This design comes from an exercise in tuning for small area, a short achievable clock period and few clock cycles per item on the open sky130 flow, not from production work.
In this exercise RTL edits were held to simulation tests only and were not proved equivalent to the original.
Power is estimated from default activity; no workload was simulated.

File: design/flow/design.v
module vs4x400_core (
    input clk, input reset,
    input start_search,
    input [9:0] vector_count,
    input [7:0] dim_size,
    output reg [11:0] mem_addr,
    input signed [63:0] mem_data,
    output [31:0] max_score,
    output reg [7:0] winner_id,
    output reg busy
);
    reg fetch;             
    reg first;             
    reg [4:0] krem;        
    reg [8:0] vrem;        
    wire last_word = (krem == 5'd1);
    wire last_vec = (vrem == 9'd1);
    always @(posedge clk or posedge reset) begin
        if (reset) begin
            fetch <= 1'b0;
            mem_addr <= 12'd0;
        end else begin
            fetch <= start_search | (fetch & ~(last_word & last_vec));
            mem_addr <= fetch ? mem_addr + 12'd1 : 12'd0;
        end
    end
    always @(posedge clk) begin
        krem <= (~fetch | last_word) ? dim_size[7:3] : krem - 5'd1;
        vrem <= ~fetch ? vector_count[8:0] : (last_word ? vrem - 9'd1 : vrem);
        first <= ~fetch | last_word;
    end
    reg [63:0] d1;
    wire [47:0] enc0;
    reg [47:0] enc1;
    assign enc0[0] = mem_data[8] ^ 1'b0;
    assign enc0[1] = (mem_data[9] & ~mem_data[8] & ~1'b0) | (~mem_data[9] & mem_data[8] & 1'b0);
    assign enc0[2] = mem_data[9];
    assign enc0[3] = mem_data[10] ^ mem_data[9];
    assign enc0[4] = (mem_data[11] & ~mem_data[10] & ~mem_data[9]) | (~mem_data[11] & mem_data[10] & mem_data[9]);
    assign enc0[5] = mem_data[11];
    assign enc0[6] = mem_data[12] ^ mem_data[11];
    assign enc0[7] = (mem_data[13] & ~mem_data[12] & ~mem_data[11]) | (~mem_data[13] & mem_data[12] & mem_data[11]);
    assign enc0[8] = mem_data[13];
    assign enc0[9] = mem_data[14] ^ mem_data[13];
    assign enc0[10] = (mem_data[15] & ~mem_data[14] & ~mem_data[13]) | (~mem_data[15] & mem_data[14] & mem_data[13]);
    assign enc0[11] = mem_data[15];
    assign enc0[12] = mem_data[24] ^ 1'b0;
    assign enc0[13] = (mem_data[25] & ~mem_data[24] & ~1'b0) | (~mem_data[25] & mem_data[24] & 1'b0);
    assign enc0[14] = mem_data[25];
    assign enc0[15] = mem_data[26] ^ mem_data[25];
    assign enc0[16] = (mem_data[27] & ~mem_data[26] & ~mem_data[25]) | (~mem_data[27] & mem_data[26] & mem_data[25]);
    assign enc0[17] = mem_data[27];
    assign enc0[18] = mem_data[28] ^ mem_data[27];
    assign enc0[19] = (mem_data[29] & ~mem_data[28] & ~mem_data[27]) | (~mem_data[29] & mem_data[28] & mem_data[27]);
    assign enc0[20] = mem_data[29];
    assign enc0[21] = mem_data[30] ^ mem_data[29];
    assign enc0[22] = (mem_data[31] & ~mem_data[30] & ~mem_data[29]) | (~mem_data[31] & mem_data[30] & mem_data[29]);
    assign enc0[23] = mem_data[31];
    assign enc0[24] = mem_data[40] ^ 1'b0;
    assign enc0[25] = (mem_data[41] & ~mem_data[40] & ~1'b0) | (~mem_data[41] & mem_data[40] & 1'b0);
    assign enc0[26] = mem_data[41];
    assign enc0[27] = mem_data[42] ^ mem_data[41];
    assign enc0[28] = (mem_data[43] & ~mem_data[42] & ~mem_data[41]) | (~mem_data[43] & mem_data[42] & mem_data[41]);
    assign enc0[29] = mem_data[43];
    assign enc0[30] = mem_data[44] ^ mem_data[43];
    assign enc0[31] = (mem_data[45] & ~mem_data[44] & ~mem_data[43]) | (~mem_data[45] & mem_data[44] & mem_data[43]);
    assign enc0[32] = mem_data[45];
    assign enc0[33] = mem_data[46] ^ mem_data[45];
    assign enc0[34] = (mem_data[47] & ~mem_data[46] & ~mem_data[45]) | (~mem_data[47] & mem_data[46] & mem_data[45]);
    assign enc0[35] = mem_data[47];
    assign enc0[36] = mem_data[56] ^ 1'b0;
    assign enc0[37] = (mem_data[57] & ~mem_data[56] & ~1'b0) | (~mem_data[57] & mem_data[56] & 1'b0);
    assign enc0[38] = mem_data[57];
    assign enc0[39] = mem_data[58] ^ mem_data[57];
    assign enc0[40] = (mem_data[59] & ~mem_data[58] & ~mem_data[57]) | (~mem_data[59] & mem_data[58] & mem_data[57]);
    assign enc0[41] = mem_data[59];
    assign enc0[42] = mem_data[60] ^ mem_data[59];
    assign enc0[43] = (mem_data[61] & ~mem_data[60] & ~mem_data[59]) | (~mem_data[61] & mem_data[60] & mem_data[59]);
    assign enc0[44] = mem_data[61];
    assign enc0[45] = mem_data[62] ^ mem_data[61];
    assign enc0[46] = (mem_data[63] & ~mem_data[62] & ~mem_data[61]) | (~mem_data[63] & mem_data[62] & mem_data[61]);
    assign enc0[47] = mem_data[63];
    reg f1;                
    reg l1;                
    reg e1;                
    reg [21:0] acc_s, acc_c;
    wire [21:0] as_q = f1 ? 22'd0 : acc_s;
    wire [21:0] ac_q = f1 ? 22'd0 : acc_c;
    wire q1;
    wire q2;
    wire q3;
    wire q4;
    wire q5;
    wire q6;
    wire q7;
    wire q8;
    wire q9;
    wire nb10;
    wire q11;
    wire q12;
    wire q13;
    wire q14;
    wire q15;
    wire q16;
    wire q17;
    wire q18;
    wire q19;
    wire nb20;
    wire q21;
    wire q22;
    wire q23;
    wire q24;
    wire q25;
    wire q26;
    wire q27;
    wire q28;
    wire q29;
    wire nb30;
    wire q31;
    wire q32;
    wire q33;
    wire q34;
    wire q35;
    wire q36;
    wire q37;
    wire q38;
    wire q39;
    wire nb40;
    wire q41;
    wire q42;
    wire q43;
    wire q44;
    wire q45;
    wire q46;
    wire q47;
    wire q48;
    wire q49;
    wire nb50;
    wire q51;
    wire q52;
    wire q53;
    wire q54;
    wire q55;
    wire q56;
    wire q57;
    wire q58;
    wire q59;
    wire nb60;
    wire q61;
    wire q62;
    wire q63;
    wire q64;
    wire q65;
    wire q66;
    wire q67;
    wire q68;
    wire q69;
    wire nb70;
    wire q71;
    wire q72;
    wire q73;
    wire q74;
    wire q75;
    wire q76;
    wire q77;
    wire q78;
    wire q79;
    wire nb80;
    wire q81;
    wire q82;
    wire q83;
    wire q84;
    wire q85;
    wire q86;
    wire q87;
    wire q88;
    wire q89;
    wire nb90;
    wire q91;
    wire q92;
    wire q93;
    wire q94;
    wire q95;
    wire q96;
    wire q97;
    wire q98;
    wire q99;
    wire nb100;
    wire q101;
    wire q102;
    wire q103;
    wire q104;
    wire q105;
    wire q106;
    wire q107;
    wire q108;
    wire q109;
    wire nb110;
    wire q111;
    wire q112;
    wire q113;
    wire q114;
    wire q115;
    wire q116;
    wire q117;
    wire q118;
    wire q119;
    wire nb120;
    wire q121;
    wire q122;
    wire q123;
    wire q124;
    wire q125;
    wire q126;
    wire q127;
    wire q128;
    wire q129;
    wire nb130;
    wire q131;
    wire q132;
    wire q133;
    wire q134;
    wire q135;
    wire q136;
    wire q137;
    wire q138;
    wire q139;
    wire nb140;
    wire q141;
    wire q142;
    wire q143;
    wire q144;
    wire q145;
    wire q146;
    wire q147;
    wire q148;
    wire q149;
    wire nb150;
    wire q151;
    wire q152;
    wire q153;
    wire q154;
    wire q155;
    wire q156;
    wire q157;
    wire q158;
    wire q159;
    wire nb160;
    wire s1;
    wire c1;
    wire s2;
    wire c2;
    wire s3;
    wire c3;
    wire s4;
    wire c4;
    wire s5;
    wire c5;
    wire s6;
    wire c6;
    wire s7;
    wire c7;
    wire s8;
    wire c8;
    wire s9;
    wire c9;
    wire s10;
    wire c10;
    wire s11;
    wire c11;
    wire s12;
    wire c12;
    wire s13;
    wire c13;
    wire s14;
    wire c14;
    wire s15;
    wire c15;
    wire s16;
    wire c16;
    wire s17;
    wire c17;
    wire s18;
    wire c18;
    wire s19;
    wire c19;
    wire s20;
    wire c20;
    wire s21;
    wire c21;
    wire s22;
    wire c22;
    wire s23;
    wire c23;
    wire s24;
    wire c24;
    wire s25;
    wire c25;
    wire s26;
    wire c26;
    wire s27;
    wire c27;
    wire s28;
    wire c28;
    wire s29;
    wire c29;
    wire s30;
    wire c30;
    wire s31;
    wire c31;
    wire s32;
    wire c32;
    wire s33;
    wire c33;
    wire s34;
    wire c34;
    wire s35;
    wire c35;
    wire s36;
    wire c36;
    wire s37;
    wire c37;
    wire s38;
    wire c38;
    wire s39;
    wire c39;
    wire s40;
    wire c40;
    wire s41;
    wire c41;
    wire s42;
    wire c42;
    wire s43;
    wire c43;
    wire s44;
    wire c44;
    wire s45;
    wire c45;
    wire s46;
    wire c46;
    wire s47;
    wire c47;
    wire s48;
    wire c48;
    wire s49;
    wire c49;
    wire s50;
    wire c50;
    wire s51;
    wire c51;
    wire s52;
    wire c52;
    wire s53;
    wire c53;
    wire s54;
    wire c54;
    wire s55;
    wire c55;
    wire s56;
    wire c56;
    wire s57;
    wire c57;
    wire s58;
    wire c58;
    wire s59;
    wire c59;
    wire s60;
    wire c60;
    wire s61;
    wire c61;
    wire s62;
    wire c62;
    wire s63;
    wire c63;
    wire s64;
    wire c64;
    wire s65;
    wire c65;
    wire s66;
    wire c66;
    wire s67;
    wire c67;
    wire s68;
    wire c68;
    wire s69;
    wire c69;
    wire s70;
    wire c70;
    wire s71;
    wire c71;
    wire s72;
    wire c72;
    wire s73;
    wire c73;
    wire s74;
    wire c74;
    wire s75;
    wire c75;
    wire s76;
    wire c76;
    wire s77;
    wire c77;
    wire s78;
    wire c78;
    wire s79;
    wire c79;
    wire s80;
    wire c80;
    wire s81;
    wire c81;
    wire s82;
    wire c82;
    wire s83;
    wire c83;
    wire s84;
    wire c84;
    wire s85;
    wire c85;
    wire s86;
    wire c86;
    wire s87;
    wire c87;
    wire s88;
    wire c88;
    wire s89;
    wire c89;
    wire s90;
    wire c90;
    wire s91;
    wire c91;
    wire s92;
    wire c92;
    wire s93;
    wire c93;
    wire s94;
    wire c94;
    wire s95;
    wire c95;
    wire s96;
    wire c96;
    wire s97;
    wire c97;
    wire s98;
    wire c98;
    wire s99;
    wire c99;
    wire s100;
    wire c100;
    wire s101;
    wire c101;
    wire s102;
    wire c102;
    wire s103;
    wire c103;
    wire s104;
    wire c104;
    wire s105;
    wire c105;
    wire s106;
    wire c106;
    wire s107;
    wire c107;
    wire s108;
    wire c108;
    wire s109;
    wire c109;
    wire s110;
    wire c110;
    wire s111;
    wire c111;
    wire s112;
    wire c112;
    wire s113;
    wire c113;
    wire s114;
    wire c114;
    wire s115;
    wire c115;
    wire s116;
    wire c116;
    wire s117;
    wire c117;
    wire s118;
    wire c118;
    wire s119;
    wire c119;
    wire s120;
    wire c120;
    wire s121;
    wire c121;
    wire s122;
    wire c122;
    wire s123;
    wire c123;
    wire s124;
    wire c124;
    wire s125;
    wire c125;
    wire s126;
    wire c126;
    wire s127;
    wire c127;
    wire s128;
    wire c128;
    wire s129;
    wire c129;
    wire s130;
    wire c130;
    wire s131;
    wire c131;
    wire s132;
    wire c132;
    wire s133;
    wire c133;
    wire s134;
    wire c134;
    wire s135;
    wire c135;
    wire s136;
    wire c136;
    wire s137;
    wire c137;
    wire s138;
    wire c138;
    wire s139;
    wire c139;
    wire s140;
    wire c140;
    wire s141;
    wire c141;
    wire s142;
    wire c142;
    wire s143;
    wire c143;
    wire s144;
    wire c144;
    wire s145;
    wire c145;
    wire s146;
    wire c146;
    wire s147;
    wire c147;
    wire s148;
    wire c148;
    wire s149;
    wire c149;
    wire s150;
    wire c150;
    wire s151;
    wire c151;
    wire s152;
    wire c152;
    wire s153;
    wire c153;
    wire s154;
    wire c154;
    wire s155;
    wire c155;
    wire s156;
    wire c156;
    wire s157;
    wire c157;
    wire s158;
    wire c158;
    wire s159;
    wire c159;
    wire s160;
    wire c160;
    wire s161;
    wire c161;
    wire s162;
    wire c162;
    wire s163;
    wire c163;
    wire s164;
    wire c164;
    wire s165;
    wire c165;
    wire s166;
    wire c166;
    wire s167;
    wire c167;
    wire s168;
    wire c168;
    wire s169;
    wire c169;
    wire s170;
    wire c170;
    wire s171;
    wire c171;
    wire s172;
    wire c172;
    wire s173;
    wire c173;
    wire s174;
    wire c174;
    wire s175;
    wire c175;
    wire s176;
    wire c176;
    assign q1 = (enc1[0] & d1[0]) ^ enc1[2];
    assign q2 = ((enc1[0] & d1[1]) | (enc1[1] & d1[0])) ^ enc1[2];
    assign q3 = ((enc1[0] & d1[2]) | (enc1[1] & d1[1])) ^ enc1[2];
    assign q4 = ((enc1[0] & d1[3]) | (enc1[1] & d1[2])) ^ enc1[2];
    assign q5 = ((enc1[0] & d1[4]) | (enc1[1] & d1[3])) ^ enc1[2];
    assign q6 = ((enc1[0] & d1[5]) | (enc1[1] & d1[4])) ^ enc1[2];
    assign q7 = ((enc1[0] & d1[6]) | (enc1[1] & d1[5])) ^ enc1[2];
    assign q8 = ((enc1[0] & d1[7]) | (enc1[1] & d1[6])) ^ enc1[2];
    assign q9 = ((enc1[0] & d1[7]) | (enc1[1] & d1[7])) ^ enc1[2];
    assign nb10 = ~q9;
    assign q11 = (enc1[3] & d1[0]) ^ enc1[5];
    assign q12 = ((enc1[3] & d1[1]) | (enc1[4] & d1[0])) ^ enc1[5];
    assign q13 = ((enc1[3] & d1[2]) | (enc1[4] & d1[1])) ^ enc1[5];
    assign q14 = ((enc1[3] & d1[3]) | (enc1[4] & d1[2])) ^ enc1[5];
    assign q15 = ((enc1[3] & d1[4]) | (enc1[4] & d1[3])) ^ enc1[5];
    assign q16 = ((enc1[3] & d1[5]) | (enc1[4] & d1[4])) ^ enc1[5];
    assign q17 = ((enc1[3] & d1[6]) | (enc1[4] & d1[5])) ^ enc1[5];
    assign q18 = ((enc1[3] & d1[7]) | (enc1[4] & d1[6])) ^ enc1[5];
    assign q19 = ((enc1[3] & d1[7]) | (enc1[4] & d1[7])) ^ enc1[5];
    assign nb20 = ~q19;
    assign q21 = (enc1[6] & d1[0]) ^ enc1[8];
    assign q22 = ((enc1[6] & d1[1]) | (enc1[7] & d1[0])) ^ enc1[8];
    assign q23 = ((enc1[6] & d1[2]) | (enc1[7] & d1[1])) ^ enc1[8];
    assign q24 = ((enc1[6] & d1[3]) | (enc1[7] & d1[2])) ^ enc1[8];
    assign q25 = ((enc1[6] & d1[4]) | (enc1[7] & d1[3])) ^ enc1[8];
    assign q26 = ((enc1[6] & d1[5]) | (enc1[7] & d1[4])) ^ enc1[8];
    assign q27 = ((enc1[6] & d1[6]) | (enc1[7] & d1[5])) ^ enc1[8];
    assign q28 = ((enc1[6] & d1[7]) | (enc1[7] & d1[6])) ^ enc1[8];
    assign q29 = ((enc1[6] & d1[7]) | (enc1[7] & d1[7])) ^ enc1[8];
    assign nb30 = ~q29;
    assign q31 = (enc1[9] & d1[0]) ^ enc1[11];
    assign q32 = ((enc1[9] & d1[1]) | (enc1[10] & d1[0])) ^ enc1[11];
    assign q33 = ((enc1[9] & d1[2]) | (enc1[10] & d1[1])) ^ enc1[11];
    assign q34 = ((enc1[9] & d1[3]) | (enc1[10] & d1[2])) ^ enc1[11];
    assign q35 = ((enc1[9] & d1[4]) | (enc1[10] & d1[3])) ^ enc1[11];
    assign q36 = ((enc1[9] & d1[5]) | (enc1[10] & d1[4])) ^ enc1[11];
    assign q37 = ((enc1[9] & d1[6]) | (enc1[10] & d1[5])) ^ enc1[11];
    assign q38 = ((enc1[9] & d1[7]) | (enc1[10] & d1[6])) ^ enc1[11];
    assign q39 = ((enc1[9] & d1[7]) | (enc1[10] & d1[7])) ^ enc1[11];
    assign nb40 = ~q39;
    assign q41 = (enc1[12] & d1[16]) ^ enc1[14];
    assign q42 = ((enc1[12] & d1[17]) | (enc1[13] & d1[16])) ^ enc1[14];
    assign q43 = ((enc1[12] & d1[18]) | (enc1[13] & d1[17])) ^ enc1[14];
    assign q44 = ((enc1[12] & d1[19]) | (enc1[13] & d1[18])) ^ enc1[14];
    assign q45 = ((enc1[12] & d1[20]) | (enc1[13] & d1[19])) ^ enc1[14];
    assign q46 = ((enc1[12] & d1[21]) | (enc1[13] & d1[20])) ^ enc1[14];
    assign q47 = ((enc1[12] & d1[22]) | (enc1[13] & d1[21])) ^ enc1[14];
    assign q48 = ((enc1[12] & d1[23]) | (enc1[13] & d1[22])) ^ enc1[14];
    assign q49 = ((enc1[12] & d1[23]) | (enc1[13] & d1[23])) ^ enc1[14];
    assign nb50 = ~q49;
    assign q51 = (enc1[15] & d1[16]) ^ enc1[17];
    assign q52 = ((enc1[15] & d1[17]) | (enc1[16] & d1[16])) ^ enc1[17];
    assign q53 = ((enc1[15] & d1[18]) | (enc1[16] & d1[17])) ^ enc1[17];
    assign q54 = ((enc1[15] & d1[19]) | (enc1[16] & d1[18])) ^ enc1[17];
    assign q55 = ((enc1[15] & d1[20]) | (enc1[16] & d1[19])) ^ enc1[17];
    assign q56 = ((enc1[15] & d1[21]) | (enc1[16] & d1[20])) ^ enc1[17];
    assign q57 = ((enc1[15] & d1[22]) | (enc1[16] & d1[21])) ^ enc1[17];
    assign q58 = ((enc1[15] & d1[23]) | (enc1[16] & d1[22])) ^ enc1[17];
    assign q59 = ((enc1[15] & d1[23]) | (enc1[16] & d1[23])) ^ enc1[17];
    assign nb60 = ~q59;
    assign q61 = (enc1[18] & d1[16]) ^ enc1[20];
    assign q62 = ((enc1[18] & d1[17]) | (enc1[19] & d1[16])) ^ enc1[20];
    assign q63 = ((enc1[18] & d1[18]) | (enc1[19] & d1[17])) ^ enc1[20];
    assign q64 = ((enc1[18] & d1[19]) | (enc1[19] & d1[18])) ^ enc1[20];
    assign q65 = ((enc1[18] & d1[20]) | (enc1[19] & d1[19])) ^ enc1[20];
    assign q66 = ((enc1[18] & d1[21]) | (enc1[19] & d1[20])) ^ enc1[20];
    assign q67 = ((enc1[18] & d1[22]) | (enc1[19] & d1[21])) ^ enc1[20];
    assign q68 = ((enc1[18] & d1[23]) | (enc1[19] & d1[22])) ^ enc1[20];
    assign q69 = ((enc1[18] & d1[23]) | (enc1[19] & d1[23])) ^ enc1[20];
    assign nb70 = ~q69;
    assign q71 = (enc1[21] & d1[16]) ^ enc1[23];
    assign q72 = ((enc1[21] & d1[17]) | (enc1[22] & d1[16])) ^ enc1[23];
    assign q73 = ((enc1[21] & d1[18]) | (enc1[22] & d1[17])) ^ enc1[23];
    assign q74 = ((enc1[21] & d1[19]) | (enc1[22] & d1[18])) ^ enc1[23];
    assign q75 = ((enc1[21] & d1[20]) | (enc1[22] & d1[19])) ^ enc1[23];
    assign q76 = ((enc1[21] & d1[21]) | (enc1[22] & d1[20])) ^ enc1[23];
    assign q77 = ((enc1[21] & d1[22]) | (enc1[22] & d1[21])) ^ enc1[23];
    assign q78 = ((enc1[21] & d1[23]) | (enc1[22] & d1[22])) ^ enc1[23];
    assign q79 = ((enc1[21] & d1[23]) | (enc1[22] & d1[23])) ^ enc1[23];
    assign nb80 = ~q79;
    assign q81 = (enc1[24] & d1[32]) ^ enc1[26];
    assign q82 = ((enc1[24] & d1[33]) | (enc1[25] & d1[32])) ^ enc1[26];
    assign q83 = ((enc1[24] & d1[34]) | (enc1[25] & d1[33])) ^ enc1[26];
    assign q84 = ((enc1[24] & d1[35]) | (enc1[25] & d1[34])) ^ enc1[26];
    assign q85 = ((enc1[24] & d1[36]) | (enc1[25] & d1[35])) ^ enc1[26];
    assign q86 = ((enc1[24] & d1[37]) | (enc1[25] & d1[36])) ^ enc1[26];
    assign q87 = ((enc1[24] & d1[38]) | (enc1[25] & d1[37])) ^ enc1[26];
    assign q88 = ((enc1[24] & d1[39]) | (enc1[25] & d1[38])) ^ enc1[26];
    assign q89 = ((enc1[24] & d1[39]) | (enc1[25] & d1[39])) ^ enc1[26];
    assign nb90 = ~q89;
    assign q91 = (enc1[27] & d1[32]) ^ enc1[29];
    assign q92 = ((enc1[27] & d1[33]) | (enc1[28] & d1[32])) ^ enc1[29];
    assign q93 = ((enc1[27] & d1[34]) | (enc1[28] & d1[33])) ^ enc1[29];
    assign q94 = ((enc1[27] & d1[35]) | (enc1[28] & d1[34])) ^ enc1[29];
    assign q95 = ((enc1[27] & d1[36]) | (enc1[28] & d1[35])) ^ enc1[29];
    assign q96 = ((enc1[27] & d1[37]) | (enc1[28] & d1[36])) ^ enc1[29];
    assign q97 = ((enc1[27] & d1[38]) | (enc1[28] & d1[37])) ^ enc1[29];
    assign q98 = ((enc1[27] & d1[39]) | (enc1[28] & d1[38])) ^ enc1[29];
    assign q99 = ((enc1[27] & d1[39]) | (enc1[28] & d1[39])) ^ enc1[29];
    assign nb100 = ~q99;
    assign q101 = (enc1[30] & d1[32]) ^ enc1[32];
    assign q102 = ((enc1[30] & d1[33]) | (enc1[31] & d1[32])) ^ enc1[32];
    assign q103 = ((enc1[30] & d1[34]) | (enc1[31] & d1[33])) ^ enc1[32];
    assign q104 = ((enc1[30] & d1[35]) | (enc1[31] & d1[34])) ^ enc1[32];
    assign q105 = ((enc1[30] & d1[36]) | (enc1[31] & d1[35])) ^ enc1[32];
    assign q106 = ((enc1[30] & d1[37]) | (enc1[31] & d1[36])) ^ enc1[32];
    assign q107 = ((enc1[30] & d1[38]) | (enc1[31] & d1[37])) ^ enc1[32];
    assign q108 = ((enc1[30] & d1[39]) | (enc1[31] & d1[38])) ^ enc1[32];
    assign q109 = ((enc1[30] & d1[39]) | (enc1[31] & d1[39])) ^ enc1[32];
    assign nb110 = ~q109;
    assign q111 = (enc1[33] & d1[32]) ^ enc1[35];
    assign q112 = ((enc1[33] & d1[33]) | (enc1[34] & d1[32])) ^ enc1[35];
    assign q113 = ((enc1[33] & d1[34]) | (enc1[34] & d1[33])) ^ enc1[35];
    assign q114 = ((enc1[33] & d1[35]) | (enc1[34] & d1[34])) ^ enc1[35];
    assign q115 = ((enc1[33] & d1[36]) | (enc1[34] & d1[35])) ^ enc1[35];
    assign q116 = ((enc1[33] & d1[37]) | (enc1[34] & d1[36])) ^ enc1[35];
    assign q117 = ((enc1[33] & d1[38]) | (enc1[34] & d1[37])) ^ enc1[35];
    assign q118 = ((enc1[33] & d1[39]) | (enc1[34] & d1[38])) ^ enc1[35];
    assign q119 = ((enc1[33] & d1[39]) | (enc1[34] & d1[39])) ^ enc1[35];
    assign nb120 = ~q119;
    assign q121 = (enc1[36] & d1[48]) ^ enc1[38];
    assign q122 = ((enc1[36] & d1[49]) | (enc1[37] & d1[48])) ^ enc1[38];
    assign q123 = ((enc1[36] & d1[50]) | (enc1[37] & d1[49])) ^ enc1[38];
    assign q124 = ((enc1[36] & d1[51]) | (enc1[37] & d1[50])) ^ enc1[38];
    assign q125 = ((enc1[36] & d1[52]) | (enc1[37] & d1[51])) ^ enc1[38];
    assign q126 = ((enc1[36] & d1[53]) | (enc1[37] & d1[52])) ^ enc1[38];
    assign q127 = ((enc1[36] & d1[54]) | (enc1[37] & d1[53])) ^ enc1[38];
    assign q128 = ((enc1[36] & d1[55]) | (enc1[37] & d1[54])) ^ enc1[38];
    assign q129 = ((enc1[36] & d1[55]) | (enc1[37] & d1[55])) ^ enc1[38];
    assign nb130 = ~q129;
    assign q131 = (enc1[39] & d1[48]) ^ enc1[41];
    assign q132 = ((enc1[39] & d1[49]) | (enc1[40] & d1[48])) ^ enc1[41];
    assign q133 = ((enc1[39] & d1[50]) | (enc1[40] & d1[49])) ^ enc1[41];
    assign q134 = ((enc1[39] & d1[51]) | (enc1[40] & d1[50])) ^ enc1[41];
    assign q135 = ((enc1[39] & d1[52]) | (enc1[40] & d1[51])) ^ enc1[41];
    assign q136 = ((enc1[39] & d1[53]) | (enc1[40] & d1[52])) ^ enc1[41];
    assign q137 = ((enc1[39] & d1[54]) | (enc1[40] & d1[53])) ^ enc1[41];
    assign q138 = ((enc1[39] & d1[55]) | (enc1[40] & d1[54])) ^ enc1[41];
    assign q139 = ((enc1[39] & d1[55]) | (enc1[40] & d1[55])) ^ enc1[41];
    assign nb140 = ~q139;
    assign q141 = (enc1[42] & d1[48]) ^ enc1[44];
    assign q142 = ((enc1[42] & d1[49]) | (enc1[43] & d1[48])) ^ enc1[44];
    assign q143 = ((enc1[42] & d1[50]) | (enc1[43] & d1[49])) ^ enc1[44];
    assign q144 = ((enc1[42] & d1[51]) | (enc1[43] & d1[50])) ^ enc1[44];
    assign q145 = ((enc1[42] & d1[52]) | (enc1[43] & d1[51])) ^ enc1[44];
    assign q146 = ((enc1[42] & d1[53]) | (enc1[43] & d1[52])) ^ enc1[44];
    assign q147 = ((enc1[42] & d1[54]) | (enc1[43] & d1[53])) ^ enc1[44];
    assign q148 = ((enc1[42] & d1[55]) | (enc1[43] & d1[54])) ^ enc1[44];
    assign q149 = ((enc1[42] & d1[55]) | (enc1[43] & d1[55])) ^ enc1[44];
    assign nb150 = ~q149;
    assign q151 = (enc1[45] & d1[48]) ^ enc1[47];
    assign q152 = ((enc1[45] & d1[49]) | (enc1[46] & d1[48])) ^ enc1[47];
    assign q153 = ((enc1[45] & d1[50]) | (enc1[46] & d1[49])) ^ enc1[47];
    assign q154 = ((enc1[45] & d1[51]) | (enc1[46] & d1[50])) ^ enc1[47];
    assign q155 = ((enc1[45] & d1[52]) | (enc1[46] & d1[51])) ^ enc1[47];
    assign q156 = ((enc1[45] & d1[53]) | (enc1[46] & d1[52])) ^ enc1[47];
    assign q157 = ((enc1[45] & d1[54]) | (enc1[46] & d1[53])) ^ enc1[47];
    assign q158 = ((enc1[45] & d1[55]) | (enc1[46] & d1[54])) ^ enc1[47];
    assign q159 = ((enc1[45] & d1[55]) | (enc1[46] & d1[55])) ^ enc1[47];
    assign nb160 = ~q159;
    assign s1 = enc1[2] ^ enc1[14] ^ enc1[26];
    assign c1 = (enc1[2] & enc1[14]) | (enc1[26] & (enc1[2] ^ enc1[14]));
    assign s2 = enc1[38] ^ as_q[0] ^ ac_q[0];
    assign c2 = (enc1[38] & as_q[0]) | (ac_q[0] & (enc1[38] ^ as_q[0]));
    assign s3 = q1 ^ q41 ^ q81;
    assign c3 = (q1 & q41) | (q81 & (q1 ^ q41));
    assign s4 = q121 ^ s1 ^ s2;
    assign c4 = (q121 & s1) | (s2 & (q121 ^ s1));
    assign s5 = as_q[1] ^ ac_q[1] ^ q2;
    assign c5 = (as_q[1] & ac_q[1]) | (q2 & (as_q[1] ^ ac_q[1]));
    assign s6 = q42 ^ q82 ^ q122;
    assign c6 = (q42 & q82) | (q122 & (q42 ^ q82));
    assign s7 = c1 ^ c2 ^ c3;
    assign c7 = (c1 & c2) | (c3 & (c1 ^ c2));
    assign s8 = c4 ^ s5 ^ s6;
    assign c8 = (c4 & s5) | (s6 & (c4 ^ s5));
    assign s9 = enc1[5] ^ enc1[17] ^ enc1[29];
    assign c9 = (enc1[5] & enc1[17]) | (enc1[29] & (enc1[5] ^ enc1[17]));
    assign s10 = enc1[41] ^ as_q[2] ^ ac_q[2];
    assign c10 = (enc1[41] & as_q[2]) | (ac_q[2] & (enc1[41] ^ as_q[2]));
    assign s11 = q3 ^ q11 ^ q43;
    assign c11 = (q3 & q11) | (q43 & (q3 ^ q11));
    assign s12 = q51 ^ q83 ^ q91;
    assign c12 = (q51 & q83) | (q91 & (q51 ^ q83));
    assign s13 = q123 ^ q131 ^ s9;
    assign c13 = (q123 & q131) | (s9 & (q123 ^ q131));
    assign s14 = s10 ^ c5 ^ c6;
    assign c14 = (s10 & c5) | (c6 & (s10 ^ c5));
    assign s15 = s11 ^ s12 ^ s13;
    assign c15 = (s11 & s12) | (s13 & (s11 ^ s12));
    assign s16 = c7 ^ c8 ^ s14;
    assign c16 = (c7 & c8) | (s14 & (c7 ^ c8));
    assign s17 = as_q[3] ^ ac_q[3] ^ q4;
    assign c17 = (as_q[3] & ac_q[3]) | (q4 & (as_q[3] ^ ac_q[3]));
    assign s18 = q12 ^ q44 ^ q52;
    assign c18 = (q12 & q44) | (q52 & (q12 ^ q44));
    assign s19 = q84 ^ q92 ^ q124;
    assign c19 = (q84 & q92) | (q124 & (q84 ^ q92));
    assign s20 = q132 ^ c9 ^ c10;
    assign c20 = (q132 & c9) | (c10 & (q132 ^ c9));
    assign s21 = c11 ^ c12 ^ c13;
    assign c21 = (c11 & c12) | (c13 & (c11 ^ c12));
    assign s22 = s17 ^ s18 ^ s19;
    assign c22 = (s17 & s18) | (s19 & (s17 ^ s18));
    assign s23 = s20 ^ c14 ^ c15;
    assign c23 = (s20 & c14) | (c15 & (s20 ^ c14));
    assign s24 = s21 ^ s22 ^ c16;
    assign c24 = (s21 & s22) | (c16 & (s21 ^ s22));
    assign s25 = enc1[8] ^ enc1[20] ^ enc1[32];
    assign c25 = (enc1[8] & enc1[20]) | (enc1[32] & (enc1[8] ^ enc1[20]));
    assign s26 = enc1[44] ^ as_q[4] ^ ac_q[4];
    assign c26 = (enc1[44] & as_q[4]) | (ac_q[4] & (enc1[44] ^ as_q[4]));
    assign s27 = q5 ^ q13 ^ q21;
    assign c27 = (q5 & q13) | (q21 & (q5 ^ q13));
    assign s28 = q45 ^ q53 ^ q61;
    assign c28 = (q45 & q53) | (q61 & (q45 ^ q53));
    assign s29 = q85 ^ q93 ^ q101;
    assign c29 = (q85 & q93) | (q101 & (q85 ^ q93));
    assign s30 = q125 ^ q133 ^ q141;
    assign c30 = (q125 & q133) | (q141 & (q125 ^ q133));
    assign s31 = s25 ^ s26 ^ c17;
    assign c31 = (s25 & s26) | (c17 & (s25 ^ s26));
    assign s32 = c18 ^ c19 ^ c20;
    assign c32 = (c18 & c19) | (c20 & (c18 ^ c19));
    assign s33 = s27 ^ s28 ^ s29;
    assign c33 = (s27 & s28) | (s29 & (s27 ^ s28));
    assign s34 = s30 ^ c21 ^ c22;
    assign c34 = (s30 & c21) | (c22 & (s30 ^ c21));
    assign s35 = s31 ^ s32 ^ s33;
    assign c35 = (s31 & s32) | (s33 & (s31 ^ s32));
    assign s36 = c23 ^ s34 ^ s35;
    assign c36 = (c23 & s34) | (s35 & (c23 ^ s34));
    assign s37 = as_q[5] ^ ac_q[5] ^ q6;
    assign c37 = (as_q[5] & ac_q[5]) | (q6 & (as_q[5] ^ ac_q[5]));
    assign s38 = q14 ^ q22 ^ q46;
    assign c38 = (q14 & q22) | (q46 & (q14 ^ q22));
    assign s39 = q54 ^ q62 ^ q86;
    assign c39 = (q54 & q62) | (q86 & (q54 ^ q62));
    assign s40 = q94 ^ q102 ^ q126;
    assign c40 = (q94 & q102) | (q126 & (q94 ^ q102));
    assign s41 = q134 ^ q142 ^ c25;
    assign c41 = (q134 & q142) | (c25 & (q134 ^ q142));
    assign s42 = c26 ^ c27 ^ c28;
    assign c42 = (c26 & c27) | (c28 & (c26 ^ c27));
    assign s43 = c29 ^ c30 ^ s37;
    assign c43 = (c29 & c30) | (s37 & (c29 ^ c30));
    assign s44 = s38 ^ s39 ^ s40;
    assign c44 = (s38 & s39) | (s40 & (s38 ^ s39));
    assign s45 = s41 ^ c31 ^ c32;
    assign c45 = (s41 & c31) | (c32 & (s41 ^ c31));
    assign s46 = c33 ^ s42 ^ s43;
    assign c46 = (c33 & s42) | (s43 & (c33 ^ s42));
    assign s47 = s44 ^ c34 ^ c35;
    assign c47 = (s44 & c34) | (c35 & (s44 ^ c34));
    assign s48 = s45 ^ s46 ^ c36;
    assign c48 = (s45 & s46) | (c36 & (s45 ^ s46));
    assign s49 = enc1[11] ^ enc1[23] ^ enc1[35];
    assign c49 = (enc1[11] & enc1[23]) | (enc1[35] & (enc1[11] ^ enc1[23]));
    assign s50 = enc1[47] ^ as_q[6] ^ ac_q[6];
    assign c50 = (enc1[47] & as_q[6]) | (ac_q[6] & (enc1[47] ^ as_q[6]));
    assign s51 = q7 ^ q15 ^ q23;
    assign c51 = (q7 & q15) | (q23 & (q7 ^ q15));
    assign s52 = q31 ^ q47 ^ q55;
    assign c52 = (q31 & q47) | (q55 & (q31 ^ q47));
    assign s53 = q63 ^ q71 ^ q87;
    assign c53 = (q63 & q71) | (q87 & (q63 ^ q71));
    assign s54 = q95 ^ q103 ^ q111;
    assign c54 = (q95 & q103) | (q111 & (q95 ^ q103));
    assign s55 = q127 ^ q135 ^ q143;
    assign c55 = (q127 & q135) | (q143 & (q127 ^ q135));
    assign s56 = q151 ^ s49 ^ s50;
    assign c56 = (q151 & s49) | (s50 & (q151 ^ s49));
    assign s57 = c37 ^ c38 ^ c39;
    assign c57 = (c37 & c38) | (c39 & (c37 ^ c38));
    assign s58 = c40 ^ c41 ^ s51;
    assign c58 = (c40 & c41) | (s51 & (c40 ^ c41));
    assign s59 = s52 ^ s53 ^ s54;
    assign c59 = (s52 & s53) | (s54 & (s52 ^ s53));
    assign s60 = s55 ^ s56 ^ c42;
    assign c60 = (s55 & s56) | (c42 & (s55 ^ s56));
    assign s61 = c43 ^ c44 ^ s57;
    assign c61 = (c43 & c44) | (s57 & (c43 ^ c44));
    assign s62 = s58 ^ s59 ^ c45;
    assign c62 = (s58 & s59) | (c45 & (s58 ^ s59));
    assign s63 = c46 ^ s60 ^ s61;
    assign c63 = (c46 & s60) | (s61 & (c46 ^ s60));
    assign s64 = c47 ^ s62 ^ s63;
    assign c64 = (c47 & s62) | (s63 & (c47 ^ s62));
    assign s65 = as_q[7] ^ ac_q[7] ^ q8;
    assign c65 = (as_q[7] & ac_q[7]) | (q8 & (as_q[7] ^ ac_q[7]));
    assign s66 = q16 ^ q24 ^ q32;
    assign c66 = (q16 & q24) | (q32 & (q16 ^ q24));
    assign s67 = q48 ^ q56 ^ q64;
    assign c67 = (q48 & q56) | (q64 & (q48 ^ q56));
    assign s68 = q72 ^ q88 ^ q96;
    assign c68 = (q72 & q88) | (q96 & (q72 ^ q88));
    assign s69 = q104 ^ q112 ^ q128;
    assign c69 = (q104 & q112) | (q128 & (q104 ^ q112));
    assign s70 = q136 ^ q144 ^ q152;
    assign c70 = (q136 & q144) | (q152 & (q136 ^ q144));
    assign s71 = c49 ^ c50 ^ c51;
    assign c71 = (c49 & c50) | (c51 & (c49 ^ c50));
    assign s72 = c52 ^ c53 ^ c54;
    assign c72 = (c52 & c53) | (c54 & (c52 ^ c53));
    assign s73 = c55 ^ c56 ^ s65;
    assign c73 = (c55 & c56) | (s65 & (c55 ^ c56));
    assign s74 = s66 ^ s67 ^ s68;
    assign c74 = (s66 & s67) | (s68 & (s66 ^ s67));
    assign s75 = s69 ^ s70 ^ c57;
    assign c75 = (s69 & s70) | (c57 & (s69 ^ s70));
    assign s76 = c58 ^ c59 ^ s71;
    assign c76 = (c58 & c59) | (s71 & (c58 ^ c59));
    assign s77 = s72 ^ s73 ^ s74;
    assign c77 = (s72 & s73) | (s74 & (s72 ^ s73));
    assign s78 = c60 ^ c61 ^ s75;
    assign c78 = (c60 & c61) | (s75 & (c60 ^ c61));
    assign s79 = s76 ^ s77 ^ c62;
    assign c79 = (s76 & s77) | (c62 & (s76 ^ s77));
    assign s80 = c63 ^ s78 ^ c64;
    assign c80 = (c63 & s78) | (c64 & (c63 ^ s78));
    assign s81 = as_q[8] ^ ac_q[8] ^ nb10;
    assign c81 = (as_q[8] & ac_q[8]) | (nb10 & (as_q[8] ^ ac_q[8]));
    assign s82 = q17 ^ q25 ^ q33;
    assign c82 = (q17 & q25) | (q33 & (q17 ^ q25));
    assign s83 = nb50 ^ q57 ^ q65;
    assign c83 = (nb50 & q57) | (q65 & (nb50 ^ q57));
    assign s84 = q73 ^ nb90 ^ q97;
    assign c84 = (q73 & nb90) | (q97 & (q73 ^ nb90));
    assign s85 = q105 ^ q113 ^ nb130;
    assign c85 = (q105 & q113) | (nb130 & (q105 ^ q113));
    assign s86 = q137 ^ q145 ^ q153;
    assign c86 = (q137 & q145) | (q153 & (q137 ^ q145));
    assign s87 = c65 ^ c66 ^ c67;
    assign c87 = (c65 & c66) | (c67 & (c65 ^ c66));
    assign s88 = c68 ^ c69 ^ c70;
    assign c88 = (c68 & c69) | (c70 & (c68 ^ c69));
    assign s89 = s81 ^ s82 ^ s83;
    assign c89 = (s81 & s82) | (s83 & (s81 ^ s82));
    assign s90 = s84 ^ s85 ^ s86;
    assign c90 = (s84 & s85) | (s86 & (s84 ^ s85));
    assign s91 = c71 ^ c72 ^ c73;
    assign c91 = (c71 & c72) | (c73 & (c71 ^ c72));
    assign s92 = c74 ^ s87 ^ s88;
    assign c92 = (c74 & s87) | (s88 & (c74 ^ s87));
    assign s93 = s89 ^ s90 ^ c75;
    assign c93 = (s89 & s90) | (c75 & (s89 ^ s90));
    assign s94 = c76 ^ c77 ^ s91;
    assign c94 = (c76 & c77) | (s91 & (c76 ^ c77));
    assign s95 = s92 ^ c78 ^ s93;
    assign c95 = (s92 & c78) | (s93 & (s92 ^ c78));
    assign s96 = s94 ^ c79 ^ s95;
    assign c96 = (s94 & c79) | (s95 & (s94 ^ c79));
    assign s97 = as_q[9] ^ ac_q[9] ^ q18;
    assign c97 = (as_q[9] & ac_q[9]) | (q18 & (as_q[9] ^ ac_q[9]));
    assign s98 = q26 ^ q34 ^ q58;
    assign c98 = (q26 & q34) | (q58 & (q26 ^ q34));
    assign s99 = q66 ^ q74 ^ q98;
    assign c99 = (q66 & q74) | (q98 & (q66 ^ q74));
    assign s100 = q106 ^ q114 ^ q138;
    assign c100 = (q106 & q114) | (q138 & (q106 ^ q114));
    assign s101 = q146 ^ q154 ^ c81;
    assign c101 = (q146 & q154) | (c81 & (q146 ^ q154));
    assign s102 = c82 ^ c83 ^ c84;
    assign c102 = (c82 & c83) | (c84 & (c82 ^ c83));
    assign s103 = c85 ^ c86 ^ s97;
    assign c103 = (c85 & c86) | (s97 & (c85 ^ c86));
    assign s104 = s98 ^ s99 ^ s100;
    assign c104 = (s98 & s99) | (s100 & (s98 ^ s99));
    assign s105 = c87 ^ c88 ^ c89;
    assign c105 = (c87 & c88) | (c89 & (c87 ^ c88));
    assign s106 = c90 ^ s101 ^ s102;
    assign c106 = (c90 & s101) | (s102 & (c90 ^ s101));
    assign s107 = s103 ^ s104 ^ c91;
    assign c107 = (s103 & s104) | (c91 & (s103 ^ s104));
    assign s108 = c92 ^ s105 ^ s106;
    assign c108 = (c92 & s105) | (s106 & (c92 ^ s105));
    assign s109 = c93 ^ c94 ^ s107;
    assign c109 = (c93 & c94) | (s107 & (c93 ^ c94));
    assign s110 = s108 ^ c95 ^ s109;
    assign c110 = (s108 & c95) | (s109 & (s108 ^ c95));
    assign s111 = 1'b1 ^ as_q[10] ^ ac_q[10];
    assign c111 = (1'b1 & as_q[10]) | (ac_q[10] & (1'b1 ^ as_q[10]));
    assign s112 = nb20 ^ q27 ^ q35;
    assign c112 = (nb20 & q27) | (q35 & (nb20 ^ q27));
    assign s113 = nb60 ^ q67 ^ q75;
    assign c113 = (nb60 & q67) | (q75 & (nb60 ^ q67));
    assign s114 = nb100 ^ q107 ^ q115;
    assign c114 = (nb100 & q107) | (q115 & (nb100 ^ q107));
    assign s115 = nb140 ^ q147 ^ q155;
    assign c115 = (nb140 & q147) | (q155 & (nb140 ^ q147));
    assign s116 = s111 ^ c97 ^ c98;
    assign c116 = (s111 & c97) | (c98 & (s111 ^ c97));
    assign s117 = c99 ^ c100 ^ s112;
    assign c117 = (c99 & c100) | (s112 & (c99 ^ c100));
    assign s118 = s113 ^ s114 ^ s115;
    assign c118 = (s113 & s114) | (s115 & (s113 ^ s114));
    assign s119 = c101 ^ c102 ^ c103;
    assign c119 = (c101 & c102) | (c103 & (c101 ^ c102));
    assign s120 = c104 ^ s116 ^ s117;
    assign c120 = (c104 & s116) | (s117 & (c104 ^ s116));
    assign s121 = s118 ^ c105 ^ c106;
    assign c121 = (s118 & c105) | (c106 & (s118 ^ c105));
    assign s122 = s119 ^ s120 ^ c107;
    assign c122 = (s119 & s120) | (c107 & (s119 ^ s120));
    assign s123 = c108 ^ s121 ^ c109;
    assign c123 = (c108 & s121) | (c109 & (c108 ^ s121));
    assign s124 = s122 ^ c110 ^ s123;
    assign c124 = (s122 & c110) | (s123 & (s122 ^ c110));
    assign s125 = 1'b1 ^ as_q[11] ^ ac_q[11];
    assign c125 = (1'b1 & as_q[11]) | (ac_q[11] & (1'b1 ^ as_q[11]));
    assign s126 = q28 ^ q36 ^ q68;
    assign c126 = (q28 & q36) | (q68 & (q28 ^ q36));
    assign s127 = q76 ^ q108 ^ q116;
    assign c127 = (q76 & q108) | (q116 & (q76 ^ q108));
    assign s128 = q148 ^ q156 ^ c111;
    assign c128 = (q148 & q156) | (c111 & (q148 ^ q156));
    assign s129 = s125 ^ c112 ^ c113;
    assign c129 = (s125 & c112) | (c113 & (s125 ^ c112));
    assign s130 = c114 ^ c115 ^ s126;
    assign c130 = (c114 & c115) | (s126 & (c114 ^ c115));
    assign s131 = s127 ^ s128 ^ c116;
    assign c131 = (s127 & s128) | (c116 & (s127 ^ s128));
    assign s132 = c117 ^ c118 ^ s129;
    assign c132 = (c117 & c118) | (s129 & (c117 ^ c118));
    assign s133 = s130 ^ c119 ^ c120;
    assign c133 = (s130 & c119) | (c120 & (s130 ^ c119));
    assign s134 = s131 ^ s132 ^ c121;
    assign c134 = (s131 & s132) | (c121 & (s131 ^ s132));
    assign s135 = s133 ^ c122 ^ s134;
    assign c135 = (s133 & c122) | (s134 & (s133 ^ c122));
    assign s136 = c123 ^ s135;
    assign c136 = c123 & s135;
    assign s137 = as_q[12] ^ ac_q[12] ^ nb30;
    assign c137 = (as_q[12] & ac_q[12]) | (nb30 & (as_q[12] ^ ac_q[12]));
    assign s138 = q37 ^ nb70 ^ q77;
    assign c138 = (q37 & nb70) | (q77 & (q37 ^ nb70));
    assign s139 = nb110 ^ q117 ^ nb150;
    assign c139 = (nb110 & q117) | (nb150 & (nb110 ^ q117));
    assign s140 = q157 ^ c125 ^ c126;
    assign c140 = (q157 & c125) | (c126 & (q157 ^ c125));
    assign s141 = c127 ^ c128 ^ s137;
    assign c141 = (c127 & c128) | (s137 & (c127 ^ c128));
    assign s142 = s138 ^ s139 ^ c129;
    assign c142 = (s138 & s139) | (c129 & (s138 ^ s139));
    assign s143 = c130 ^ s140 ^ s141;
    assign c143 = (c130 & s140) | (s141 & (c130 ^ s140));
    assign s144 = c131 ^ c132 ^ s142;
    assign c144 = (c131 & c132) | (s142 & (c131 ^ c132));
    assign s145 = s143 ^ c133 ^ s144;
    assign c145 = (s143 & c133) | (s144 & (s143 ^ c133));
    assign s146 = c134 ^ s145 ^ c135;
    assign c146 = (c134 & s145) | (c135 & (c134 ^ s145));
    assign s147 = 1'b1 ^ as_q[13] ^ ac_q[13];
    assign c147 = (1'b1 & as_q[13]) | (ac_q[13] & (1'b1 ^ as_q[13]));
    assign s148 = q38 ^ q78 ^ q118;
    assign c148 = (q38 & q78) | (q118 & (q38 ^ q78));
    assign s149 = q158 ^ s147 ^ c137;
    assign c149 = (q158 & s147) | (c137 & (q158 ^ s147));
    assign s150 = c138 ^ c139 ^ s148;
    assign c150 = (c138 & c139) | (s148 & (c138 ^ c139));
    assign s151 = c140 ^ c141 ^ s149;
    assign c151 = (c140 & c141) | (s149 & (c140 ^ c141));
    assign s152 = s150 ^ c142 ^ c143;
    assign c152 = (s150 & c142) | (c143 & (s150 ^ c142));
    assign s153 = s151 ^ c144 ^ s152;
    assign c153 = (s151 & c144) | (s152 & (s151 ^ c144));
    assign s154 = c145 ^ s153;
    assign c154 = c145 & s153;
    assign s155 = as_q[14] ^ ac_q[14] ^ nb40;
    assign c155 = (as_q[14] & ac_q[14]) | (nb40 & (as_q[14] ^ ac_q[14]));
    assign s156 = nb80 ^ nb120 ^ nb160;
    assign c156 = (nb80 & nb120) | (nb160 & (nb80 ^ nb120));
    assign s157 = c147 ^ c148 ^ s155;
    assign c157 = (c147 & c148) | (s155 & (c147 ^ c148));
    assign s158 = s156 ^ c149 ^ c150;
    assign c158 = (s156 & c149) | (c150 & (s156 ^ c149));
    assign s159 = s157 ^ c151 ^ s158;
    assign c159 = (s157 & c151) | (s158 & (s157 ^ c151));
    assign s160 = c152 ^ s159 ^ c153;
    assign c160 = (c152 & s159) | (c153 & (c152 ^ s159));
    assign s161 = 1'b1 ^ as_q[15] ^ ac_q[15];
    assign c161 = (1'b1 & as_q[15]) | (ac_q[15] & (1'b1 ^ as_q[15]));
    assign s162 = s161 ^ c155 ^ c156;
    assign c162 = (s161 & c155) | (c156 & (s161 ^ c155));
    assign s163 = c157 ^ s162 ^ c158;
    assign c163 = (c157 & s162) | (c158 & (c157 ^ s162));
    assign s164 = c159 ^ s163 ^ c160;
    assign c164 = (c159 & s163) | (c160 & (c159 ^ s163));
    assign s165 = as_q[16] ^ ac_q[16] ^ c161;
    assign c165 = (as_q[16] & ac_q[16]) | (c161 & (as_q[16] ^ ac_q[16]));
    assign s166 = s165 ^ c162 ^ c163;
    assign c166 = (s165 & c162) | (c163 & (s165 ^ c162));
    assign s167 = 1'b1 ^ as_q[17] ^ ac_q[17];
    assign c167 = (1'b1 & as_q[17]) | (ac_q[17] & (1'b1 ^ as_q[17]));
    assign s168 = s167 ^ c165 ^ c166;
    assign c168 = (s167 & c165) | (c166 & (s167 ^ c165));
    assign s169 = 1'b1 ^ as_q[18] ^ ac_q[18];
    assign c169 = (1'b1 & as_q[18]) | (ac_q[18] & (1'b1 ^ as_q[18]));
    assign s170 = c167 ^ s169 ^ c168;
    assign c170 = (c167 & s169) | (c168 & (c167 ^ s169));
    assign s171 = 1'b1 ^ as_q[19] ^ ac_q[19];
    assign c171 = (1'b1 & as_q[19]) | (ac_q[19] & (1'b1 ^ as_q[19]));
    assign s172 = c169 ^ s171;
    assign c172 = c169 & s171;
    assign s173 = 1'b1 ^ as_q[20] ^ ac_q[20];
    assign c173 = (1'b1 & as_q[20]) | (ac_q[20] & (1'b1 ^ as_q[20]));
    assign s174 = c171 ^ s173 ^ c172;
    assign c174 = (c171 & s173) | (c172 & (c171 ^ s173));
    assign s175 = 1'b1 ^ as_q[21] ^ ac_q[21];
    assign c175 = (1'b1 & as_q[21]) | (ac_q[21] & (1'b1 ^ as_q[21]));
    assign s176 = c173 ^ s175 ^ c174;
    assign c176 = (c173 & s175) | (c174 & (c173 ^ s175));
    wire [21:0] acc_s_d = {s176, s174, s172, s170, s168, s166, s164, c154, s154, c136, c124, s124, c96, c80, s79, c48, s47, c24, s23, s15, s7, s3};
    wire [21:0] acc_c_d = {1'b0, 1'b0, c170, 1'b0, 1'b0, c164, 1'b0, s160, c146, s146, s136, 1'b0, s110, s96, s80, s64, s48, s36, s24, s16, s8, s4};
    always @(posedge clk or posedge reset) begin
        if (reset) begin
            l1 <= 1'b0;
            e1 <= 1'b0;
        end else begin
            l1 <= fetch & last_word;
            e1 <= fetch & last_word & last_vec;
        end
    end
    always @(posedge clk) begin
        d1 <= mem_data;
        enc1 <= enc0;
        f1 <= first;
        acc_s <= acc_s_d;
        acc_c <= acc_c_d;
    end
    reg d2;                
    reg e2;                
    reg firstv;            
    reg [7:0] vid;         
    reg [21:0] best;
    reg best31;
    wire signed [21:0] score = acc_s + acc_c;
    wire take = d2 & (firstv | (score > $signed(best)));
    always @(posedge clk or posedge reset) begin
        if (reset) begin
            d2 <= 1'b0;
            e2 <= 1'b0;
            busy <= 1'b0;
            best <= 22'd1;
            best31 <= 1'b1;
            winner_id <= 8'hFF;
        end else begin
            d2 <= l1;
            e2 <= e1;
            busy <= start_search | (busy & ~e2);
            if (take) begin
                best <= score;
                best31 <= score[21];
                winner_id <= vid;
            end
        end
    end
    always @(posedge clk) begin
        firstv <= ~busy | (firstv & ~d2);
        vid <= ~busy ? 8'd0 : vid + {7'd0, d2};
    end
    assign max_score = {best31, {9{best[21]}}, best};
endmodule
File: design/flow/flow/run.sh
#!/bin/bash
# The standard layout (standard synthesis unchanged), with two changes to how the layout is
# made: every port still gets a buffer, but outputs get buf_4 and inputs buf_1 instead of the
# delay buffer buffer_ports picks by default (flow/ports.tcl); and the resizer's repair aims for setup slack
# below the clock period. Each tool's output is in orfs/logs; make's output in standard.log.
set -euo pipefail
here=$(pwd)
bash standard.sh \
  PRE_GLOBAL_PLACE_TCL="$here/flow/ports.tcl" \
  SETUP_SLACK_MARGIN=11.7 \
  finish > standard.log 2>&1
File: design/flow/flow/ports.tcl
# Sourced before global placement (PRE_GLOBAL_PLACE_TCL). global_place.tcl then calls
# buffer_ports; this wraps it so that every port still gets a buffer, but inputs get buf_1 and
# outputs buf_4 instead of the delay buffer buffer_ports picks by default.
rename buffer_ports my_std_buffer_ports
proc buffer_ports {args} {
  my_std_buffer_ports -inputs -buffer_cell sky130_fd_sc_hd__buf_1
  my_std_buffer_ports -outputs -buffer_cell sky130_fd_sc_hd__buf_4
}
File: design/flow/standard.sh
#!/bin/bash
# synth_recipe.tcl (not shown) runs the flow's synth.tcl, then flattens the netlist and writes it again
# the make line also repeats each setting of config.mk as NAME=value (left out here)
make -C /OpenROAD-flow-scripts/flow DESIGN_CONFIG=/design/flow/config.mk WORK_HOME=/design/flow/orfs CLKGATE_MAP_FILE= SYNTH_SCRIPT=/design/flow/synth_recipe.tcl "${@:-finish}"
File: design/flow/config.mk
export PLATFORM = sky130hd
export DESIGN_NAME = vs4x400_core
export DESIGN_NICKNAME = vs4x400_core
export VERILOG_FILES = /design/flow/design.v
export SDC_FILE = /design/flow/constraint.sdc
export NUM_CORES = 4
export LEC_CHECK = 0
export CAP_MARGIN = 20
export CORE_MARGIN = 2
export CORE_UTILIZATION = 55
export CTS_CLUSTER_DIAMETER = 150
export CTS_CLUSTER_SIZE = 50
export SLEW_MARGIN = 20
File: design/flow/constraint.sdc
create_clock -name core_clock -period 16.0 [get_ports {clk}]
set_input_delay 3.2000 -clock core_clock [delete_from_list [all_inputs] [get_ports {clk}]]
set_output_delay 3.2000 -clock core_clock [all_outputs]
set_load 0.01 [all_outputs]
==> summary.txt, run 1 <==
Run status
  – Status: timing/DRC/antenna clean

Timing
  – RSZ-0062 raised after global routing: true
  – Max-slew violations: 0
  – Worst rel slew slack: 46.1%
  – Slew @ Worst Pin: 0.803 ns
  – Layout Skew: 0.0157 ns
  – Final setup viols: 0
  – Final min period: 4.29 ns
  – Fin crit share: 26.8%
  – Worst Setup Slack, final: 11.71 ns
  – Fmax: 0.233 GHz
  – Sum Neg Setup Slack: 0 ns
  – Final hold violations: 0

Critical path
  – Worst path bufs/invs: 1
  – Worst setup SP type: register
  – CP delay by family, top: flip-flops
  – Endpoint class of the critical path: primary output
  – CP max stage delay: 0.55 ns
  – Crit Path Max Fanout: 2
  – CP Data Required Time: 12.80 ns
  – Arrival @ worst endpoint: 1.09 ns
  – Reg-to-reg slack, setup: 11.77 ns
  – Crit-path cells: buf_6
  – Crit path kind: reg -> out
  – CP max-delay cell: dfstp_2

Synth
  – Compound-cell area share of the yosys netlist: 12.9%
  – Number of flops mapped to enable cells by yosys: 9
  – Syn Nets: 1,709
  – Post-synth top area share: 23.0%
  – Synth unique cells: 61
  – Post-synthesis adder-cell area fraction: 27.5%
  – Post-Syn Instances: 1,409
  – Synth top cells by count: 191 x inv_1, 164 x fa_1, 134 x dfxtp_1, 125 x xnor2_1, 113 x a22oi_1
  – Total of warnings raised by yosys: 1
  – Synthesized flop and latch total: 192
  – Synth area leader: fa_1
  – Post-synthesis mux area share: 1.88%
  – XOR/XNOR Fraction of Synth Area: 11.8%
  – Main synth FF type: dfxtp_1
  – Post-Syn Area: 14,300 um2
  – Ys async rst share: 25.5%
  – Post-synthesis area per instance: 10.1 um2
  – Synth area leaders: fa_1 23%, dfxtp_1 19%, xnor2_1 7.7%, dfrtp_1 6.8%, a22oi_1 5.9%
  – Main combinational cell family by area after synthesis: adder cells
  – Post-Synth Simple-Gate Area: 8.51%
  – Seq/Total Area, Yosys: 29.4%
  – Count leader, synth: inv_1

Clocking
  – CTS tree: built
  – H-Tree Depth: 4
  – CTS Root Cell: clkbuf_16
  – Worst-Skew Late Latency: 0.44 ns
  – Clk slew on worst S/H paths: 0.08 ns
  – Clk sinks: 192
  – Clock buffer depth: 2
  – Num CTS Buffers: 17
  – Post-CTS Hold Buffers: 0

GRT
  – First-pass GRT wire length: 52,700 um
  – Largest net degree at the start of global routing: 32
  – Vias in the first global route: 9,782
  – Initial antenna violation count: 0
  – GRT Residual Overflow: 0
  – Total track usage: 25.8%

Pwr
  – Cell area power density: 259 nW/um2
  – Leakage: 7.01 nW
  – VDD IR max: 188 uV

Finish
  – Ant diodes: 0
  – Synthesis-to-finish area growth: 13.9%
  – Layout Nets: 1,794
  – Final Core Density: 64.2%
  – Fill cell count: 2,130
  – Share of layout cells above drive strength 1: 15.9%

Floorplanning
  – DIE HEIGHT: 165 um
  – Die area: 27,200 um2
  – CORE AREA: 25,300 um2
  – Die W: 165 um
  – I/O pin cnt: 138
  – Initial Util: 56.3%
  – Rows: 58

Drt
  – Routed wire length: 33,500 um
  – Mean number of vias per cell: 5.36
  – Routed Antenna Nets: 0
  – DRC viols: 0
  – Routed length per instance: 18.2 um
  – DR vias: 9,839
  – DRT iter0 DRCs: 611
  – DRT Pass-1 Iters: 6

Hold path
  – Hold Crit Class: reg -> reg

Placed design
  – Pre-CTS setup slack: 10.99 ns
  – Count of input and output buffers: 133
  – Routability cong.: 0.941
  – Placed wire-length estimate: 26,600 um

Job
  – Max-cap viol count: 0
==> final cells by class <==
type | count | area (um2) | area share [%]
sequential | 192 | 4250 | 26.1
tap | 330 | 413 | 2.54
multi-input combinational | 926 | 9200 | 56.6
clock buffer | 17 | 425 | 2.62
timing repair buffer | 157 | 1020 | 6.28
inverter | 200 | 758 | 4.67
clock inverter | 15 | 186 | 1.15
==> power breakdown <==
| group | total, mW | internal, mW | leakage, nW | switching (mW) |
|---|---|---|---|---|
| Clock | 0.438 | 0.226 | 0.300 | 0.213 |
| Sequential | 0.800 | 0.681 | 1.78 | 0.119 |
| Combinational | 2.97 | 1.33 | 4.93 | 1.63 |
| Total | 4.21 | 2.24 | 7.01 | 1.96 |
==> routing by layer <==
metal | wire (um) | vias up | GRT usage, %
li1 | - | 4750 | -
met1 | 15100 | 4741 | 36.1
met2 | 15100 | 298 | 40.2
met3 | 2330 | 50 | 5.69
met4 | 913 | 0 | 7.75
met5 | 0 | - | 0
==> flip-flops by register name, indices dropped and copies added (netlist names), 5 cells and up <==
name,count
enc1,48
d1,32
mem_addr,12
best,22
acc_s,22
krem,5
acc_c,16
vrem,9
winner_id,8
vid,8
==> placed cells by master (no fill, tap or decap), types with 10 or more instances in the layout <==
| cell | count |
|---|---|
| inv_1 | 188 |
| fa_1 | 159 |
| xnor2_1 | 123 |
| a22oi_1 | 113 |
| dfxtp_1 | 99 |
| buf_1 | 80 |
| xor2_1 | 67 |
| buf_4 | 60 |
| o21ai_0 | 51 |
| nand2_1 | 48 |
| ha_1 | 45 |
| nor2_1 | 44 |
| nand2b_1 | 37 |
| dfrtp_1 | 35 |
| dfxtp_2 | 33 |
| a21oi_1 | 28 |
| nor2b_1 | 18 |
| clkbuf_16 | 18 |
| nand3_1 | 15 |
| mux2_2 | 13 |
| nand3b_1 | 13 |
| a21o_1 | 12 |
| a211oi_1 | 11 |
| and2_1 | 10 |
| dfstp_2 | 10 |
| buf_6 | 10 |
==> kinds of logic after synthesis <==
| family | count (synthesis) |
|---|---|
| compound gates | 264 |
| simple gates | 230 |
| mux | 24 |
| buf+inv | 292 |
| flops | 192 |
| fa+ha+maj | 215 |
| xor+xnor | 192 |
==> through the flow <==
stage                     hold slack [ns]  total power [mW]  cells  instance area [um2]
final                               0.352              4.21   1837                16300
after floorplan                     0.310              2.90   1409                14300
after global routing                0.376              4.80   1837                16300
after global placement              0.333              3.52   1781                15000
after CTS                           0.359              4.13   1825                15900
after detailed placement            0.335              3.60   1782                15000
==> worst reg2reg max path, delay by kind of cell (launching register included) <==
kind,cells,cell delay (ns)
mux,1,0.29
compound gates,6,1.10
buf+inv,2,0.36
fa+ha+maj,2,0.50
flops,1,0.34
simple gates,5,1.53
==> final timing paths <==
kind | start | cells past startpoint | end
worst max-delay path | winner_id[1] | 1 | winner_id[1]
worst min-delay path | first | 0 | f1
worst max register to register | acc_c[4] | 16 | best[14]
worst min register to register | first | 0 | f1
max in group asynchronous | reset | 3 | best[0]
min in group asynchronous | reset | 2 | mem_addr[6]
==> timing repair <==
| item | CTS | global route |
|---|---|---|
| buffers inserted | 9 | 11 |
| pin swaps | 12 | 26 |
| gates resized for setup | 37 | 73 |
| endpoints found under the setup margin | 53 | 59 |
| gates cloned | 2 | 1 |
Testbench counts, summed over its fixed seeds: cycles 76,099, words 75,811.
==> run 2: changes to the inputs <==
--- a/design/flow/config.mk
+++ b/design/flow/config.mk
@@ -7,7 +7,5 @@
 export LEC_CHECK = 0
 export CAP_MARGIN = 20
 export CORE_MARGIN = 2
-export CORE_UTILIZATION = 55
-export CTS_CLUSTER_DIAMETER = 150
-export CTS_CLUSTER_SIZE = 50
+export CORE_UTILIZATION = 40
 export SLEW_MARGIN = 20
==> summary.txt, run 2 <==
Hold path
  – Hold Crit Class: reg -> reg

Clocking
  – CTS Root Cell: clkbuf_16
  – Num CTS Buffers: 17
  – H-Tree Depth: 4
  – Clock buffer depth: 2
  – CTS tree: built
  – Worst-Skew Late Latency: 0.46 ns
  – Clk sinks: 192
  – Clk slew on worst S/H paths: 0.08 ns

Floorplanning
  – Die area: 37,200 um2
  – Rows: 69
  – Die W: 193 um
  – DIE HEIGHT: 193 um
  – I/O pin cnt: 138
  – CORE AREA: 35,300 um2
  – Initial Util: 40.4%

Finish
  – Final cell count without fillers: 1,974
  – Ant diodes: 0
  – Top Registers: enc1: 48 flops, d1: 32 flops
  – Leading cell type in the layout, fill and taps excluded: inv_1
  – Share of layout cells above drive strength 1: 15.9%
  – Synthesis-to-finish area growth: 15.0%
  – Largest register by flop count: enc1
  – Max FFs per register: 48
  – Finished Cell Area: 16,400 um2
  – Layout Nets: 1,800
  – Commonest non-fill, non-tap cells in the layout: 188 x inv_1, 159 x fa_1, 122 x xnor2_1
  – Final Core Density: 46.5%

Synth
  – Post-synthesis area per instance: 10.1 um2
  – Synth unique cells: 61
  – Synth area leader: fa_1
  – Post-Syn Instances: 1,409
  – Number of flops mapped to enable cells by yosys: 9
  – Total of warnings raised by yosys: 1
  – Count leader, synth: inv_1
  – Post-synth top area share: 23.0%
  – Main synth FF type: dfxtp_1
  – Ys async rst share: 25.5%
  – Syn Nets: 1,709
  – Synth top cells by count: 191 x inv_1, 164 x fa_1, 134 x dfxtp_1, 125 x xnor2_1, 113 x a22oi_1
  – Synthesized flop and latch total: 192
  – Synth area leaders: fa_1 23%, dfxtp_1 19%, xnor2_1 7.7%, dfrtp_1 6.8%, a22oi_1 5.9%
  – Seq/Total Area, Yosys: 29.4%
  – Post-Syn Area: 14,300 um2

Pwr
  – Cell area power density: 257 nW/um2
  – Flop pwr share: 19.0%
  – Combinational power share: 70.9%
  – Psw: 1.99 mW
  – Switching share of total power: 47.1%
  – VDD IR max: 186 uV
  – Clock network fraction of total power: 10.1%
  – Internal power: 2.23 mW
  – Leakage: 6.99 nW

Critical path
  – Worst setup SP type: register
  – Endpoint class of the critical path: primary output
  – CP delay by family, top: flip-flops
  – CP max-delay cell: dfrtp_2
  – Crit-path cells: buf_4
  – CP Data Required Time: 12.80 ns
  – Crit path kind: reg -> out
  – Arrival @ worst endpoint: 1.11 ns
  – Crit Path Max Fanout: 11
  – CP max stage delay: 0.48 ns
  – Worst path bufs/invs: 1

Placed design
  – Count of input and output buffers: 133
  – Placed insts: 1,912
  – Placed wire-length estimate: 27,100 um
  – DP Area: 15,200 um2
  – Routability cong.: 0.934

Run status
  – Status: timing/DRC/antenna clean

Drt
  – Routed Antenna Nets: 0
  – DRC viols: 0
  – Routed wire length: 34,100 um
  – Routed length per instance: 17.3 um
  – DR vias: 9,924
  – Mean number of vias per cell: 5.03
  – DRT iter0 DRCs: 641
  – DRT Pass-1 Iters: 5

Timing
  – Layout Skew: 0.0137 ns
  – Worst rel slew slack: 55.5%
  – Sum Neg Setup Slack: 0 ns
  – Final setup viols: 0
  – Worst Hold Slack: 0.325 ns
  – Fmax: 0.232 GHz
  – Slew @ Worst Pin: 0.663 ns
  – Final hold violations: 0
  – RSZ-0062 raised after global routing: true
  – Fin crit share: 26.9%
  – Final min period: 4.31 ns
  – Max-slew violations: 0

GRT
  – First-pass GRT wire length: 53,800 um
  – Largest net degree at the start of global routing: 50
  – GRT Residual Overflow: 0
  – Vias in the first global route: 9,879
  – Total track usage: 19.1%
  – Initial antenna violation count: 0

Job
  – Max-cap viol count: 0
## run 2: layer usage
layer  up-vias  track usage (%)  wire length (um)
met4         0             4.82               558
met5         -                0                 0
met3        30             3.22              1670
met1      4837             26.6             15900
li1       4771                -                 -
met2       286             30.9             15900
## run 2: repair_timing
item	in CTS	in global routing
gates resized for setup	40	57
gates cloned	2	1
hold buffers	0	0
setup buffers	8	18
setup endpoints to repair	59	63
hold endpoints to repair	0	0
pin swaps	5	20
## run 2: cell families (layout without fill, tap and decap cells)
group,after synthesis,after routing,share of synthesized area (%)
AO/OA/AOI/OAI,264,265,12.9
adder cells (fa/ha/maj),215,215,27.5
buffers and inverters,292,395,8.07
flip-flops,192,192,29.4
multiplexers,24,24,1.88
XOR/XNOR,192,192,11.8
AND/OR/NAND/NOR,230,230,8.51
## run 2: layout make-up
type / count / area (um2)
Clock inverter: 15 / 168
Clock buffer: 17 / 425
Timing Repair Buffer: 163 / 1050
Multi-Input combinational cell: 926 / 9200
Inverter: 200 / 761
Sequential cell: 192 / 4240
Fill cell: 3291 / 18900
Tap cell: 461 / 577
## run 2: per-stage QoR
step / worst slack [ns] / power [mW]
2_1_floorplan: 11.79 / 2.90
3_3_place_gp: 11.05 / 3.57
3_5_place_dp: 11.07 / 3.64
4_1_cts: 11.66 / 4.15
5_1_grt: 11.63 / 4.81
6_report: 11.69 / 4.22
## run 2: worst paths after layout
path	end	cells after the start	slack, ns	from
setup / recovery	max_score[27]	1	11.69	best[21]
hold / removal	f1	0	0.33	first
setup reg to reg	acc_s[15]	10	11.80	enc1[9]
hold reg to reg	f1	0	0.33	first
max in group asynchronous	best[0]	3	12.67	reset
min in group asynchronous	mem_addr[9]	2	2.76	reset
## run 2: power groups by stage
stage          registers (mW)  logic, mW  clock network, mW
2_1_floorplan           0.766       2.14                  0
3_3_place_gp            0.800       2.77                  0
3_5_place_dp            0.805       2.84                  0
4_1_cts                 0.797       2.91              0.442
5_1_grt                 0.823       3.53              0.460
6_report                0.802       2.99              0.426

[what the ideal ports hide]
The flow's constraints put no driver on any port. The routed layouts listed below were extracted and timed again, unchanged, in two steps. Step 1, drivers: a clkbuf_16 drives clk and a buf_2 each remaining input, both assumed. Step 2, shift: input delay + t, output delay - t, t = (earliest + latest rising clock arrival at the registers) / 2. This alone moves slack from input paths to output paths. a / b / c = ideal / step 1 / step 2; a / b = the first two.
run	t, ns	setup WS [ns]	worst setup path after step 2	latest minus earliest clock arrival (ns)	cell pins on the clock port's net
run 1	0.482	11.714 / 11.666 / 11.768	register to register	0.018 / 0.018	1
run 2	0.502	11.694 / 11.641 / 11.796	register to register	0.015 / 0.015	1
After both steps setup and hold are still met in every run listed.
